Background: an optimization exercise with open tools, aiming at small area and a short achievable clock period. Do not read the settings as production practice. The RTL was checked by simulation tests, not by an equivalence proof against the original design. Power figures rest on the tool's default switching activity, not on a simulated workload.

==> inputs of willow <==
==> flow/design.v (excerpt) <==
module temp_converter(
input clk,
input reset,
input [7:0] upper,
input [7:0] lower,
input toggle,
output [11:0] BCD_celsius,
output [11:0] BCD_fahrenheit,
output [11:0] BCD_kelvin,
output [7:0] bcd_tenth_hundreth_c,
output [7:0] bcd_tenth_hundreth_f,
output [7:0] bcd_tenth_hundreth_k,
output [7:0] sign);
reg [11:0] r;       
reg valid;          
reg sign_pre, sign_on;
always @(posedge clk) begin
	if (!reset) begin
		r <= 12'd0;
		valid <= 1'b0;
		sign_pre <= 1'b0;
		sign_on <= 1'b0;
	end else begin
		if (toggle) begin
			r <= {upper[3:0], lower};
			valid <= 1'b1;
		end
		sign_pre <= 1'b1;
		sign_on <= sign_pre;
	end
end
assign sign = {{7{sign_on}}, 1'b0};
tc_decode dec(.r(r), .valid(valid),
	.BCD_celsius(BCD_celsius), .BCD_fahrenheit(BCD_fahrenheit), .BCD_kelvin(BCD_kelvin),
	.bcd_tenth_hundreth_c(bcd_tenth_hundreth_c), .bcd_tenth_hundreth_f(bcd_tenth_hundreth_f),
	.bcd_tenth_hundreth_k(bcd_tenth_hundreth_k));
endmodule
==> module temp_converter, before the edit <==
module temp_converter(
input clk,
input reset,
input [7:0] upper,
input [7:0] lower,
input toggle,
output [11:0] BCD_celsius,
output [11:0] BCD_fahrenheit,
output [11:0] BCD_kelvin,
output [7:0] bcd_tenth_hundreth_c,
output [7:0] bcd_tenth_hundreth_f,
output [7:0] bcd_tenth_hundreth_k,
output [7:0] sign);
reg [11:0] r;       
reg valid;          
reg sign_pre, sign_on;
always @(posedge clk) begin
	if (!reset) begin
		r <= 12'd0;
		valid <= 1'b0;
		sign_pre <= 1'b0;
		sign_on <= 1'b0;
	end else begin
		if (toggle) begin
			r <= {upper[3:0], lower};
			valid <= 1'b1;
		end
		sign_pre <= 1'b1;
		sign_on <= sign_pre;
	end
end
assign sign = {{7{sign_on}}, 1'b0};
tc_decode dec(.r(r), .valid(valid),
	.BCD_celsius(BCD_celsius), .BCD_fahrenheit(BCD_fahrenheit), .BCD_kelvin(BCD_kelvin),
	.bcd_tenth_hundreth_c(bcd_tenth_hundreth_c), .bcd_tenth_hundreth_f(bcd_tenth_hundreth_f),
	.bcd_tenth_hundreth_k(bcd_tenth_hundreth_k));
endmodule
==> module tc_decode, before the edit <==
module tc_decode(
input [11:0] r,
input valid,
output [11:0] BCD_celsius,
output [11:0] BCD_fahrenheit,
output [11:0] BCD_kelvin,
output [7:0] bcd_tenth_hundreth_c,
output [7:0] bcd_tenth_hundreth_f,
output [7:0] bcd_tenth_hundreth_k);
function [3:0] div5;
	input [3:0] d;
	begin
		div5[3] = d[3] | (d[2] & (d[1] | d[0]));
		div5[2] = (d[3] & d[0]) | (d[2] & ~d[1] & ~d[0]);
		div5[1] = (d[3] & ~d[0]) | (~d[2] & d[1]) | (d[1] & d[0]);
		div5[0] = (~d[3] & ~d[2] & d[0]) | (d[2] & d[1] & ~d[0]) | (d[3] & ~d[0]);
	end
endfunction
function [9:0] bcd8;
	input [7:0] b;
	reg [3:0] t0, t1, t2, t3, t4, o0, o1;
	begin
		t0 = div5({1'b0, b[7:5]});
		t1 = div5({t0[2:0], b[4]});
		t2 = div5({t1[2:0], b[3]});
		o0 = div5({1'b0, t0[3], t1[3], t2[3]});
		t3 = div5({t2[2:0], b[2]});
		o1 = div5({o0[2:0], t3[3]});
		t4 = div5({t3[2:0], b[1]});
		bcd8 = {o0[3], o1[3], o1[2:0], t4[3], t4[2:0], b[0]};
	end
endfunction
wire [7:0] c = r[11:4];    
wire [3:0] x = r[3:0];     
wire [3:0] u = r[11:8];
wire [7:0] l = r[7:0];
wire [3:0] d0 = div5({1'b0, c[7:5]});
wire [3:0] d1 = div5({d0[2:0], c[4]});
wire [3:0] d2 = div5({d1[2:0], c[3]});
wire [3:0] d3 = div5({d2[2:0], c[2]});
wire [3:0] d4 = div5({d3[2:0], c[1]});
wire [4:0] q = {d0[3], d1[3], d2[3], d3[3], d4[3]};   
wire [3:0] o = {d4[2:0], c[0]};                       
wire [3:0] e0 = div5({1'b0, q[4:2]});
wire [3:0] e1 = div5({e0[2:0], q[1]});
wire [1:0] ch = {e0[3], e1[3]};                       
wire [3:0] ct = {e1[2:0], q[0]};                      
wire [7:0] x10 = x * 4'd10;
wire [7:0] h10 = x10[3:0] * 4'd10;
wire [3:0] tc = x10[7:4];
wire [3:0] hc = h10[7:4];
wire k1 = x[3] & x[2] & x[1];
wire c0 = (o >= 4'd7) | ((o == 4'd6) & k1);           
wire [3:0] ko = c0 ? o - 4'd7 + k1 : o + 4'd3 + k1;
wire c1 = (ct >= 4'd3) | ((ct == 4'd2) & c0);         
wire [3:0] kt = c1 ? ct - 4'd3 + c0 : ct + 4'd7 + c0;
wire [2:0] kh = ch + 3'd2 + c1;
wire o9 = (o == 4'd9) | ((o == 4'd8) & k1);
wire kwrap = ch[1] & ((ct >= 4'd4) | ((ct == 4'd3) & o9));
wire [3:0] wt = (ct == 4'd5 || (ct == 4'd4 && o9)) ? 4'd1 : 4'd0;
wire [3:0] kom2 = ko >= 4'd2 ? ko - 4'd2 : ko + 4'd8;
wire [11:0] kel = kwrap ? {4'h0, wt, kom2} : {1'b0, kh, kt, ko};
wire hcar = hc >= 4'd5;
wire [4:0] tk0 = tc + 4'd1 + {3'd0, hcar};
wire [3:0] tk = (tk0 >= 5'd10) ? tk0 - 5'd10 : tk0;
wire [3:0] hk = hcar ? hc - 4'd5 : hc + 4'd5;
wire g = o >= 4'd5;
wire [2:0] om5 = g ? o - 4'd5 : o;
wire [7:0] x9 = x * 4'd9;
wire [4:0] w = {om5, 2'b00} + x9[7:4];
wire [2:0] e = (w >= 5'd20) ? 3'd4 : (w >= 5'd15) ? 3'd3 : (w >= 5'd10) ? 3'd2 : (w >= 5'd5) ? 3'd1 : 3'd0;
wire [4:0] s = o + {g, 2'b00} + e;
wire [7:0] fahr = {q[3:0], 4'b0000} + {q, 1'b0} + s + 8'd32;
wire [1:0] f4 = {1'b0, l[3]} + {1'b0, l[7]} + {1'b0, u[3]};   
wire [1:0] f3 = {1'b0, l[4]} + {1'b0, u[0]};                  
wire [4:0] fs = l[2:0] + l[6:5] + u[2:1] + {f4, 2'b00} + {f3, 1'b0} + f3;
wire [2:0] t5 = fs % 5'd5;
wire todd = t5[0] ^ l[0] ^ l[3];
wire [3:0] tf = todd ? t5 + 4'd5 : {1'b0, t5};
wire [6:0] hf10 = l[2:0] * 4'd10;
wire [3:0] hf = hf10[6:3];
assign BCD_celsius = {2'b00, ch, ct, o};
assign BCD_fahrenheit = {2'b00, bcd8(fahr)} & {6'b111111, valid, valid, 2'b11, valid, 1'b1};
assign BCD_kelvin = kel & {2'b11, valid, 2'b11, valid, valid, valid, 2'b11, valid, valid};
assign bcd_tenth_hundreth_c = {tc, hc};
assign bcd_tenth_hundreth_k = {tk, hk} & {3'b111, valid, 1'b1, valid, 1'b1, valid};
assign bcd_tenth_hundreth_f = {tf, hf};
endmodule
export LEC_CHECK = 0
export CAP_MARGIN = 20
export CORE_MARGIN = 2
export CORE_UTILIZATION = 40
export SLEW_MARGIN = 20
create_clock -name core_clock -period 150.0 [get_ports {clk}]
standard.sh (not shown) runs the stock make flow with config.mk's settings and CLKGATE_MAP_FILE= SYNTH_SCRIPT=/design/flow/synth_recipe.tcl, a recipe that flattens the netlist after the stock synthesis.
==> flow/flow/run.sh <==
#!/bin/bash
# Layout flow for temp_converter.
#  1. the standard synthesis (standard.sh), unchanged.
#  2. The combinational logic of that netlist is re-mapped by ABC with a
#     stronger script (opt.abc); the registers are kept as they are, with
#     their names and cell types.
#  3. the standard layout from that netlist, with the smallest buffer
#     (buf_1) on every input and output port.
# Each step writes its full output to a log file of its own here.
set -euo pipefail
here=$(pwd)
res=$here/orfs/results/$FLOW_PLATFORM/temp_converter/base
lib=$FLOW_HOME/platforms/$FLOW_PLATFORM/lib/sky130_fd_sc_hd__tt_025C_1v80.lib
export BUFFER_PORTS_ARGS="-buffer_cell sky130_fd_sc_hd__buf_1"

bash standard.sh $res/1_2_yosys.v > log_1_standard_synth.txt 2>&1
cp $res/1_2_yosys.v std_netlist.v

# cells ABC may not use: the platform's DONT_USE_CELLS (lpflow and probe cells)
dont_use=$(grep -o 'cell *( *"\?sky130_fd_sc_hd__\(lpflow\|probe\)[a-z0-9_]*' $lib | sed 's/.*(\s*"\?//' | sort -u | sed 's/^/-dont_use /' | tr '\n' ' ')
seq_cells=$(grep -o 'sky130_fd_sc_hd__[a-z0-9_]*' std_netlist.v | sort -u | grep -E '__(df|edf|sdf|dl)' | tr '\n' ' ')
sed -e "s#@LIB@#$lib#g" -e "s#@IN@#$here/std_netlist.v#g" -e "s#@OUT@#$here/reopt_netlist.v#g" \
    -e "s#@SCRIPT@#$here/flow/opt.abc#g" -e "s#@DONTUSE@#$dont_use#g" -e "s#@SEQ@#$seq_cells#g" \
    flow/reopt.ys > reopt_run.ys
yosys -s reopt_run.ys > log_2_reopt.txt 2>&1
cp reopt_netlist.v $res/1_2_yosys.v

bash standard.sh > log_3_layout.txt 2>&1
==> flow/flow/opt.abc <==
strash
&get -n
&deepsyn -T 60
&put
dch -f
map -a
topo
stime
==> flow/flow/reopt.ys <==
# Re-map the combinational logic of the standard synthesis netlist.
read_liberty -ignore_miss_func @LIB@
blackbox @SEQ@
read_verilog @IN@
hierarchy -top temp_converter
flatten
opt_clean -purge
abc -script @SCRIPT@ -liberty @LIB@ @DONTUSE@
opt_clean -purge
hilomap -singleton -hicell sky130_fd_sc_hd__conb_1 HI -locell sky130_fd_sc_hd__conb_1 LO
insbuf -buf sky130_fd_sc_hd__buf_4 A X
opt_clean -purge
stat -liberty @LIB@
write_verilog -noattr -noexpr -nohex -nodec @OUT@
==> pepper (differences from willow) <==
==> flow/design.v (replaced) <==
module temp_converter(
input clk,
input reset,
input [7:0] upper,
input [7:0] lower,
input toggle,
output [11:0] BCD_celsius,
output [11:0] BCD_fahrenheit,
output [11:0] BCD_kelvin,
output [7:0] bcd_tenth_hundreth_c,
output [7:0] bcd_tenth_hundreth_f,
output [7:0] bcd_tenth_hundreth_k,
output [7:0] sign);
reg [11:0] r;       
reg valid;          
reg sign_pre, sign_on;
always @(posedge clk) begin
	if (!reset) begin
		r <= 12'd0;
		valid <= 1'b0;
		sign_pre <= 1'b0;
		sign_on <= 1'b0;
	end else begin
		if (toggle) begin
			r <= {upper[3:0], lower};
			valid <= 1'b1;
		end
		sign_pre <= 1'b1;
		sign_on <= sign_pre;
	end
end
assign sign = {{7{sign_on}}, 1'b0};
function [3:0] div5;
	input [3:0] d;
	begin
		div5[3] = d[3] | (d[2] & (d[1] | d[0]));
		div5[2] = (d[3] & d[0]) | (d[2] & ~d[1] & ~d[0]);
		div5[1] = (d[3] & ~d[0]) | (~d[2] & d[1]) | (d[1] & d[0]);
		div5[0] = (~d[3] & ~d[2] & d[0]) | (d[2] & d[1] & ~d[0]) | (d[3] & ~d[0]);
	end
endfunction
function [9:0] bcd8;
	input [7:0] b;
	reg [3:0] t0, t1, t2, t3, t4, o0, o1;
	begin
		t0 = div5({1'b0, b[7:5]});
		t1 = div5({t0[2:0], b[4]});
		t2 = div5({t1[2:0], b[3]});
		o0 = div5({1'b0, t0[3], t1[3], t2[3]});
		t3 = div5({t2[2:0], b[2]});
		o1 = div5({o0[2:0], t3[3]});
		t4 = div5({t3[2:0], b[1]});
		bcd8 = {o0[3], o1[3], o1[2:0], t4[3], t4[2:0], b[0]};
	end
endfunction
wire [7:0] c = r[11:4];    
wire [3:0] x = r[3:0];     
wire [3:0] d0 = div5({1'b0, c[7:5]});
wire [3:0] d1 = div5({d0[2:0], c[4]});
wire [3:0] d2 = div5({d1[2:0], c[3]});
wire [3:0] d3 = div5({d2[2:0], c[2]});
wire [3:0] d4 = div5({d3[2:0], c[1]});
wire [4:0] q = {d0[3], d1[3], d2[3], d3[3], d4[3]};   
wire [3:0] o = {d4[2:0], c[0]};                       
wire [3:0] e0 = div5({1'b0, q[4:2]});
wire [3:0] e1 = div5({e0[2:0], q[1]});
wire [1:0] ch = {e0[3], e1[3]};                       
wire [3:0] ct = {e1[2:0], q[0]};                      
wire [7:0] x10 = x * 4'd10;
wire [7:0] h10 = x10[3:0] * 4'd10;
wire [3:0] tc = x10[7:4];
wire [3:0] hc = h10[7:4];
wire k1 = x[3] & x[2] & x[1];
wire [4:0] ko0 = o + {2'b00, valid, valid} + k1;
wire kc0 = ko0 >= 5'd10;
wire [3:0] ko = kc0 ? ko0 - 5'd10 : ko0;
wire [4:0] kt0 = ct + {2'b00, valid, valid, valid} + kc0;
wire kc1 = kt0 >= 5'd10;
wire [3:0] kt = kc1 ? kt0 - 5'd10 : kt0;
wire [2:0] kh = ch + {valid, 1'b0} + kc1;
wire kwrap = (kh == 3'd5) && (kt[1] || (kt[0] && ko >= 4'd2));
wire [3:0] kom2 = ko >= 4'd2 ? ko - 4'd2 : ko + 4'd8;
wire [11:0] kelvin = kwrap ? {8'h00, 3'b000, kt[1] & (ko >= 4'd2), kom2} : {1'b0, kh, kt, ko};
wire hcar = hc >= 4'd5;
wire [4:0] tk0 = tc + {3'd0, valid} + {3'd0, hcar};
wire [3:0] tk = (tk0 >= 5'd10) ? tk0 - 5'd10 : tk0;
wire [3:0] hk = valid ? (hcar ? hc - 4'd5 : hc + 4'd5) : 4'd0;
wire g = o >= 4'd5;
wire [2:0] om5 = g ? o - 4'd5 : o;
wire [7:0] x9 = x * 4'd9;
wire [4:0] w = {om5, 2'b00} + x9[7:4];
wire [2:0] e = (w >= 5'd20) ? 3'd4 : (w >= 5'd15) ? 3'd3 : (w >= 5'd10) ? 3'd2 : (w >= 5'd5) ? 3'd1 : 3'd0;
wire [4:0] s = o + {g, 2'b00} + e;
wire [7:0] fahr = {q[3:0], 4'b0000} + {q, 1'b0} + s + {2'b00, valid, 5'd0};
wire [3:0] u = r[11:8];
wire [7:0] l = r[7:0];
wire [2:0] m5 = ({2'b00, u, 2'b00} % 8'd5);
wire [8:0] tsum = l + l[7:3] + {m5, 1'b0};
wire [3:0] tf = tsum % 9'd10;
wire [6:0] hf10 = l[2:0] * 4'd10;
wire [3:0] hf = hf10[6:3];
assign BCD_celsius = {2'b00, ch, ct, o};
assign BCD_fahrenheit = {2'b00, bcd8(fahr)};
assign BCD_kelvin = kelvin;
assign bcd_tenth_hundreth_c = {tc, hc};
assign bcd_tenth_hundreth_k = {tk, hk};
assign bcd_tenth_hundreth_f = {tf, hf};
endmodule
==> flow/run.sh (new file) <==
#!/bin/bash
# synth_recipe.tcl (not shown) runs the flow's synth.tcl, then flattens the netlist and writes it again
# the make line also repeats each setting of config.mk as NAME=value (left out here)
make -C /OpenROAD-flow-scripts/flow DESIGN_CONFIG=/design/flow/config.mk WORK_HOME=/design/flow/orfs CLKGATE_MAP_FILE= SYNTH_SCRIPT=/design/flow/synth_recipe.tcl finish
ABC_AREA = 1   (was not set)
removed: flow/flow/run.sh
removed: flow/flow/opt.abc
removed: flow/flow/reopt.ys
removed: flow/standard.sh
==> comparison table <==
| quantity | willow | pepper |
|---|---|---|
| Status | finished clean | finished clean |
| Multi-input combinational cell area | 1750 µm² | 3260 µm² |
| Largest net degree at the start of global routing | 16 | 21 |
| Final-layout clock-cell area share | 1.67% | 0.923% |
| Count of inserted tapcells | 75 | 136 |
| Largest fanout of any net on the critical path | 11 | 6 |
| Area of the core | 5920 µm² | 10200 µm² |
| CP Launch Point | r[10] | r[9] |
| Row cnt | 28 | 37 |
| Clock group share of total power | 7.1% | 2.9% |
| Power density relative to cell area | 16.9 nW/µm² | 23.8 nW/µm² |
| Global routing usage on met2 | 37.6% | 32.5% |
| Cells after synthesis | 469 | 667 |
| P_seq | 0.00469 mW | 0.00485 mW |
| Number of DRC violations after detailed-routing iteration 0 | 184 | 171 |
| Combinational cell fraction of total power | 82.9% | 93.0% |
| Register fraction of the total cell area | 10.8% | 5.99% |

## what the ideal ports hide
The results above use ideal ports. As a check the final layouts listed here were re-extracted and re-timed, cells and wires unchanged. Step 1 sets driving cells, clkbuf_16 on the clock port and buf_2 on the other inputs (assumed; they add their load-dependent delay and slew). Step 2 also shifts input and output timing later by t, the mid clock arrival at the registers, as if the neighbouring blocks saw the same clock. a / b / c = no drivers / after step 1 / after step 2; a / b = the first two.
run | t, ns | setup slack, ns | cell pins on the clock port's net
willow | 0.275 | 110.339 / 110.312 / 110.587 | 1
pepper | 0.280 | 111.685 / 111.660 / 111.940 | 1
After both steps every run listed still meets setup and hold.
